What follows belongs to an exercise in optimizing a design on an open flow for small area; a production flow would make more cautious choices.
RTL that was checked went through simulation tests only; none was proved equivalent to the original.
Power figures rest on the tool's default switching activity, not on a simulated workload.

==> 04-28: inputs <==
## labyrinth_car
module labyrinth_car
(
	input  		 clk	,
	input  		 rst	,	 
	input  		 echoR,
	input  		 echoL,
	input  		 echoM,
	output 		 trigR,	 
	output 		 trigL,
	output 		 trigM,
	output 		 Tx	,
	output [3:0] motors_PWM,
	output 		 led,
	output 		 buzzer
);
clock: 10.0 ns
lec_check: 0
abc_area: 1
cap_margin: 20
core_margin: 2
core_utilization: 60
cts_buf_list: sky130_fd_sc_hd__clkbuf_4
cts_cluster_diameter: 40
cts_cluster_size: 12
slew_margin: 20
standard.sh (not shown) runs the stock make flow with config.mk's settings and CLKGATE_MAP_FILE= SYNTH_SCRIPT=/design/flow/synth_recipe.tcl, a recipe that flattens the netlist after the stock synthesis.
==> flow/flow/run.sh <==
#!/bin/bash
# Layout flow: the standard synthesis, then the combinational logic between the
# registers mapped again by ABC for area (the registers, their names and cell types are
# kept as the standard synthesis made them), then the rest of the standard flow.
# Each tool's output goes to a log of its own in this folder.
set -euo pipefail
R=orfs/results/$FLOW_PLATFORM/labyrinth_car/base
PLAT=$FLOW_HOME/platforms/$FLOW_PLATFORM
LIB=$PLAT/lib/sky130_fd_sc_hd__tt_025C_1v80.lib
YOSYS=$(command -v yosys || echo /OpenROAD-flow-scripts/tools/install/yosys/bin/yosys)

bash standard.sh synth > 1_standard_synth.log 2>&1
cp $R/1_2_yosys.v 1_standard_netlist.v

# the platform's don't-use cells
DU=$(sed -n '/DONT_USE_CELLS += /,/^#/p' $PLAT/config.mk | grep -o 'sky130_fd_sc_hd__[a-z0-9_]*' | sed 's/^/-dont_use /' | tr '\n' ' ')

# read each combinational cell as its function and each register cell as a black box,
# flatten the combinational cells into logic and map that logic again
$YOSYS -p "read_liberty -ignore_miss_func $LIB; \
  blackbox sky130_fd_sc_hd__df* sky130_fd_sc_hd__edf* sky130_fd_sc_hd__sdf* sky130_fd_sc_hd__sedf* sky130_fd_sc_hd__dl*; \
  read_verilog 1_standard_netlist.v; hierarchy -top $FLOW_TOP; flatten; opt_clean -purge; \
  techmap; opt -fast; \
  abc -script flow/area.abc -liberty $LIB $DU; opt_clean -purge; \
  hilomap -singleton -hicell sky130_fd_sc_hd__conb_1 HI -locell sky130_fd_sc_hd__conb_1 LO; \
  splitnets; opt_clean -purge; stat -liberty $LIB; \
  write_verilog -noattr -nohex -nodec 1_remapped_netlist.v" > 1_remap.log 2>&1

cp 1_remapped_netlist.v $R/1_2_yosys.v
bash standard.sh finish > 2_standard_finish.log 2>&1
==> flow/flow/area.abc <==
strash
&get -n
&deepsyn -T 30
&put
dch -f
amap
==> inputs of 04-24, as changes to 04-28 <==
--- a/flow/design.v
+++ b/flow/design.v
@@ -246,29 +246,27 @@
 localparam INIT 		= 3'b001;
 localparam sendingINIT 	= 3'b010;
 localparam STRAIGHT 	= 3'b011;
 localparam turningRIGHT = 3'b100;
 localparam turningLEFT	= 3'b101;
 localparam TURN 		= 3'b110;
 localparam END 			= 3'b111;
 reg [16:0] 	statesCounter;
-reg [16:0]  cst;			 
+reg [11:0]  K;				 
 reg [7:0] turns;
 reg [7:0] turning;
 reg [2:0] index;
 wire rightBigger = dR == 2'b11;
 wire leftBigger  = dL == 2'b11;
 wire right11     = dR[1];			 
 wire centralBigger43 = distanceS > 43;
 wire centralSmaller9 = distanceS <= 9;
 wire sc_ge70500 = statesCounter >= 17'd70500;
-assign phase2 = cst >= 17'd70500;
-always @(posedge clk)
-	cst <= (STATE == STRAIGHT) ? 17'd0 : cst + 1'b1;
+assign phase2 = sc_ge70500 && (K == 0);
 function [2:0] fl;
 	input [1:0] d;
 	fl = d[1] ? D_R : (d[0] ? D_55 : D_L);
 endfunction
 function [2:0] fr;
 	input [1:0] d;
 	fr = d[1] ? D_L : (d[0] ? D_55 : D_R);
 endfunction
@@ -405,16 +403,20 @@
 				if(&{statesCounter[14:13], statesCounter[8:7], statesCounter[5], statesCounter[3]})	 
 				begin
 					led <= !led;
 					sc_n   = 0;
 				end
 			end
 		endcase
 		statesCounter <= sc_n;
+		if (STATE == STRAIGHT)
+			K <= sc_n[11:0];
+		else if (sc_ge70500 && K != 0)
+			K <= K - 1'b1;
 		index         <= idx_n;
 		turns         <= turns_n;
 		turning       <= turning_n;
 	end
 end
 endmodule
 module AK_ser
 (
@@ -427,17 +429,17 @@
 	output reg			TxEnable,
 	output reg	[7:0]	TxData
 );
 localparam sendingINIT 	= 3'b010;
 localparam STRAIGHT 	= 3'b011;
 localparam turningRIGHT = 3'b100;
 localparam turningLEFT	= 3'b101;
 localparam TURN 		= 3'b110;
-reg [11:0] 	counterSending 	 ;	 
+reg [11:0] 	counterSending 	 ;
 reg [ 6:0] 	countSendingINIT ;
 wire [7:0] msg = (STATE == TURN) ? 8'd4 : (STATE == turningLEFT) ? 8'd3 : 8'd2;
 always @(posedge clk)
 begin
 	if (rst)
 	begin
 		TxEnable          <= 0;
 		countSendingINIT  <= 0;
@@ -456,34 +458,34 @@
 			begin
 				TxData 	<= initS;
 				TxEnable <= 1;
 			end
 			else
 			begin
 				TxEnable <= 0;
 				if(countSendingINIT == 7'd100)
-					counterSending	 <= 12'd1;
+					counterSending	 <= 0;
 			end
 		end
 		STRAIGHT, turningLEFT, turningRIGHT:
 		begin
 			if(STATE == STRAIGHT || !phase2)
 			begin
-				if(counterSending == 12'b101100110101)	 
+				if(&{counterSending[11], counterSending[9:7], counterSending[5:3]})	 
 				begin
 					TxData 			 <= distanceS;
 					TxEnable 		 <= 1;
-					counterSending	 <= 12'd1;
+					counterSending	 <= 0;
 					if (STATE == STRAIGHT)
 						countSendingINIT <= 0;
 				end
 				else
 				begin
-					counterSending <= {counterSending[10:0], counterSending[11] ^ counterSending[10] ^ counterSending[9] ^ counterSending[3]};
+					counterSending <= counterSending + 1'b1;
 					TxEnable <= 0;
 				end
 			end
 			else
 			begin
 				if(TxData != msg)
 				begin
 					TxData 	<= msg;
==> flow/run.sh (new file) <==
#!/bin/bash
# synth_recipe.tcl (not shown) runs the flow's synth.tcl, then flattens the netlist and writes it again
# the make line also repeats each setting of config.mk as NAME=value (left out here)
make -C /OpenROAD-flow-scripts/flow DESIGN_CONFIG=/design/flow/config.mk WORK_HOME=/design/flow/orfs CLKGATE_MAP_FILE= SYNTH_SCRIPT=/design/flow/synth_recipe.tcl finish
==> flow/config.mk (replaced) <==
export PLATFORM = sky130hd
export DESIGN_NAME = labyrinth_car
export DESIGN_NICKNAME = labyrinth_car
export VERILOG_FILES = /design/flow/design.v
export SDC_FILE = /design/flow/constraint.sdc
export NUM_CORES = 4
export LEC_CHECK = 0
export ABC_AREA = 1
export CAP_MARGIN = 20
export CORE_MARGIN = 2
export CORE_UTILIZATION = 60
export CTS_BUF_LIST = sky130_fd_sc_hd__clkbuf_8
export CTS_CLUSTER_DIAMETER = 50
export CTS_CLUSTER_SIZE = 20
export SLEW_MARGIN = 20
removed: flow/flow/run.sh
removed: flow/flow/area.abc
removed: flow/standard.sh
==> inputs of 03-16, as changes to 04-28 <==
--- a/flow/design.v
+++ b/flow/design.v
@@ -83,20 +83,20 @@
 	output 				perEnd	,	 
 	output 				trig	,	 
 	output reg 	[3:0]	IN			 
 );
 reg [7:0] p;
 reg [3:0] s;
 reg [4:0] v;
 wire p199 = p[7] & p[6] & p[2] & p[1] & p[0];	 
-wire s14  = s[3] & s[2] & s[1];					 
+wire s14  = (s == 4'b1000);
 wire v30  = v[4] & v[3] & v[2] & v[1];			 
 assign perEnd = p199 & s14;
-assign trig   = (s == 0) && (p[7:3] == 0) && (p[2:0] != 0) && !(p[2] & p[1]);
+assign trig   = (s == 4'd1) && (p[7:3] == 0) && (p[2:0] != 0) && !(p[2] & p[1]);
 wire lt55 = (v < 17) || (v == 17 && p < 10);	 
 wire lt60 = (v < 18) || (v == 18 && p < 120);	 
 wire lt65 = (v < 20) || (v == 20 && p < 30);	 
 wire lt75 = (v < 23) || (v == 23 && p < 50);	 
 wire lt80 = (v < 24) || (v == 24 && p < 160);	 
 reg in3, in2;
 always @(*)
 begin
@@ -111,26 +111,26 @@
 		default: begin in3 = 0; in2 = lt65; end	 
 	endcase
 end
 always @(posedge clk)
 begin
 	if (rst)
 	begin
 		p  <= 0;
-		s  <= 0;
+		s  <= 4'd1;
 		v  <= 0;
 		IN <= 4'b0000;
 	end
 	else
 	begin
 		p <= p199 ? 8'd0 : p + 1'b1;
 		if (p199)
 		begin
-			s <= s14 ? 4'd0 : s + 1'b1;
+			s <= {s[2:0], s[3] ^ s[2]};
 			v <= v30 ? 5'd0 : v + 1'b1;
 		end
 		IN <= {in3, in2, (duty == 3'd7) && lt75, 1'b0};
 	end
 end
 endmodule
 module algoritamKretanja
 (
@@ -247,56 +247,65 @@
 localparam sendingINIT 	= 3'b010;
 localparam STRAIGHT 	= 3'b011;
 localparam turningRIGHT = 3'b100;
 localparam turningLEFT	= 3'b101;
 localparam TURN 		= 3'b110;
 localparam END 			= 3'b111;
 reg [16:0] 	statesCounter;
 reg [16:0]  cst;			 
-reg [7:0] turns;
-reg [7:0] turning;
-reg [2:0] index;
+reg [7:0] turns;	 
+reg [7:0] turning;	 
 wire rightBigger = dR == 2'b11;
 wire leftBigger  = dL == 2'b11;
 wire right11     = dR[1];			 
 wire centralBigger43 = distanceS > 43;
 wire centralSmaller9 = distanceS <= 9;
 wire sc_ge70500 = statesCounter >= 17'd70500;
-assign phase2 = cst >= 17'd70500;
+reg ph2;
+wire cst70500 = (cst == 17'b10100000100000011);
+assign phase2 = ph2 | cst70500;
 always @(posedge clk)
-	cst <= (STATE == STRAIGHT) ? 17'd0 : cst + 1'b1;
+begin
+	if (STATE == STRAIGHT)
+	begin
+		cst <= 17'd1;
+		ph2 <= 0;
+	end
+	else
+	begin
+		cst <= {cst[15:0], cst[16] ^ cst[13]};
+		if (cst70500) ph2 <= 1;
+	end
+end
 function [2:0] fl;
 	input [1:0] d;
 	fl = d[1] ? D_R : (d[0] ? D_55 : D_L);
 endfunction
 function [2:0] fr;
 	input [1:0] d;
 	fr = d[1] ? D_L : (d[0] ? D_55 : D_R);
 endfunction
 reg [16:0] sc_n;
-reg [ 2:0] idx_n;
 reg [ 7:0] turns_n;
 reg [ 7:0] turning_n;
 always @(posedge clk)
 begin
 	if (rst)
 	begin
 		STATE         <= IDLE;
 		duty          <= D_0;
 		statesCounter <= 0;
-		index         <= 0;
 		turns         <= 0;
 		turning       <= 0;
 		led           <= 0;
 	end
 	else
 	begin
 		sc_n      = statesCounter;
-		idx_n     = index;
 		turns_n   = turns;
 		turning_n = turning;
 		case(STATE)
 			IDLE:
 			begin
 				sc_n = statesCounter + 1;
 				duty <= D_0;
 				if(&{statesCounter[15:14], statesCounter[9:8], statesCounter[6], statesCounter[3:0]})	 
@@ -317,40 +326,40 @@
 				if(&{statesCounter[6:5], statesCounter[3], statesCounter[0]})	 
 				begin
 					STATE <= STRAIGHT;
 					sc_n  = 0;
 				end
 			end
 			STRAIGHT:
 			begin
-				if(turning[index]==0)
+				if(turning[0]==0)
 				begin
 					if(!leftBigger && !rightBigger && !centralSmaller9) duty <= fl(dL);
 					else if(leftBigger && centralBigger43 && right11 && !rightBigger) STATE <= END;
 					else if(leftBigger || rightBigger)
 					begin
 						if(centralBigger43)
 						begin
-							idx_n = index + 1;
-							turning_n[idx_n] = 0;
-							turns_n[idx_n] = leftBigger ? 1'b0 : 1'b1;
+							turning_n = {turning[0], turning[7:2], 1'b0};
+							turns_n   = {turns[0], turns[7:2], !leftBigger};
 						end
 						STATE <= leftBigger ? turningLEFT : turningRIGHT;
 					end
 					else
 						STATE <= TURN;
 				end
 				else
 				begin
 					case({rightBigger, leftBigger, centralBigger43})
 						3'b110:
 						begin
-							idx_n = index - 1;
-							if(turns[index] == 1)
+							turning_n = {turning[6:0], turning[7]};
+							turns_n   = {turns[6:0], turns[7]};
+							if(turns[0] == 1)
 								STATE <= turningRIGHT;
 							else
 								STATE <= turningLEFT;
 						end
 						3'b100: STATE <= turningRIGHT;
 						3'b010:
 						begin
 							sc_n = statesCounter + 1;
@@ -388,34 +397,33 @@
 			begin
 				sc_n = statesCounter + 1;
 				if(statesCounter <= 17'd50000)
 					duty <= D_0;
 				else if (&{statesCounter[16:11], statesCounter[9:6], statesCounter[4]})	 
 				begin
 					sc_n  = 0;
 					STATE <= IDLE;
-					turning_n[index] = 1;
+					turning_n[0] = 1;
 				end
 				else
 					duty <= D_TT;
 			end
 			END:
 			begin
 				duty <= D_0;
 				sc_n = statesCounter + 1;
 				if(&{statesCounter[14:13], statesCounter[8:7], statesCounter[5], statesCounter[3]})	 
 				begin
 					led <= !led;
 					sc_n   = 0;
 				end
 			end
 		endcase
 		statesCounter <= sc_n;
-		index         <= idx_n;
 		turns         <= turns_n;
 		turning       <= turning_n;
 	end
 end
 endmodule
 module AK_ser
 (
 	input 				clk,
--- a/flow/flow/run.sh
+++ b/flow/flow/run.sh
@@ -22,9 +22,9 @@
   read_verilog 1_standard_netlist.v; hierarchy -top $FLOW_TOP; flatten; opt_clean -purge; \
   techmap; opt -fast; \
   abc -script flow/area.abc -liberty $LIB $DU; opt_clean -purge; \
   hilomap -singleton -hicell sky130_fd_sc_hd__conb_1 HI -locell sky130_fd_sc_hd__conb_1 LO; \
   splitnets; opt_clean -purge; stat -liberty $LIB; \
   write_verilog -noattr -nohex -nodec 1_remapped_netlist.v" > 1_remap.log 2>&1
 
 cp 1_remapped_netlist.v $R/1_2_yosys.v
-bash standard.sh finish > 2_standard_finish.log 2>&1
+bash standard.sh finish BUFFER_PORTS_ARGS="-buffer_cell sky130_fd_sc_hd__buf_1" CTS_ARGS="-sink_clustering_enable -repair_clock_nets -sink_clustering_size 12 -sink_clustering_max_diameter 40 -buf_list sky130_fd_sc_hd__clkbuf_4 -dont_use_dummy_load" > 2_standard_finish.log 2>&1
==> comparison <==
The highest critical path depth belongs to 04-24, the lowest to 04-28.
Register-to-register slack, lowest first: 04-28, 03-16, 04-24.
Between 04-24 and 03-16, the lower clock skew is in 04-24 (gap 0.0078 ns).
Against 03-16, the routed wire length of 04-24 is larger by about 50%.
In 04-24 the sequential cell count is lower than in 04-28, by 5.
Maximum frequency: 04-24 > 03-16 > 04-28.
In 04-28 the clock-buffer cell count is higher than in 03-16, by 15.
In 04-28 the clock power is smaller than in 04-24, by 14%.
The RTL of 04-24 was laid out without a check of its function.

## what the ideal ports hide
The results above use ideal ports. As a check the final layouts listed here were re-extracted and re-timed, cells and wires unchanged.
Step 1 (the two cells are an assumption about what drives the block):
set clk [get_ports {clk}]
set_driving_cell -lib_cell sky130_fd_sc_hd__clkbuf_16 $clk
set_driving_cell -lib_cell sky130_fd_sc_hd__buf_2 [delete_from_list [all_inputs] $clk]
Step 2 times the ports against the registers' clock, not the clock port: input delays grow and output delays shrink by t, the midpoint of the rising clock arrivals with the driver on.
a / b / c = ideal ports / drivers / drivers and shift; a / b = the first two.
run	t (ns)	slack for setup (ns)	latest minus earliest clock arrival (ns)	pins driven straight from the clock port
04-28	0.629	5.362 / 5.323 / 4.919	0.050 / 0.051	1
04-24	0.631	5.784 / 5.740 / 6.090	0.040 / 0.041	1
03-16	0.657	5.697 / 5.660 / 5.436	0.057 / 0.057	1
After both steps every run listed still meets setup and hold. For 04-28, which loses most, drivers alone change the setup slack by -0.039 ns; drivers and shift together by -0.443 ns.
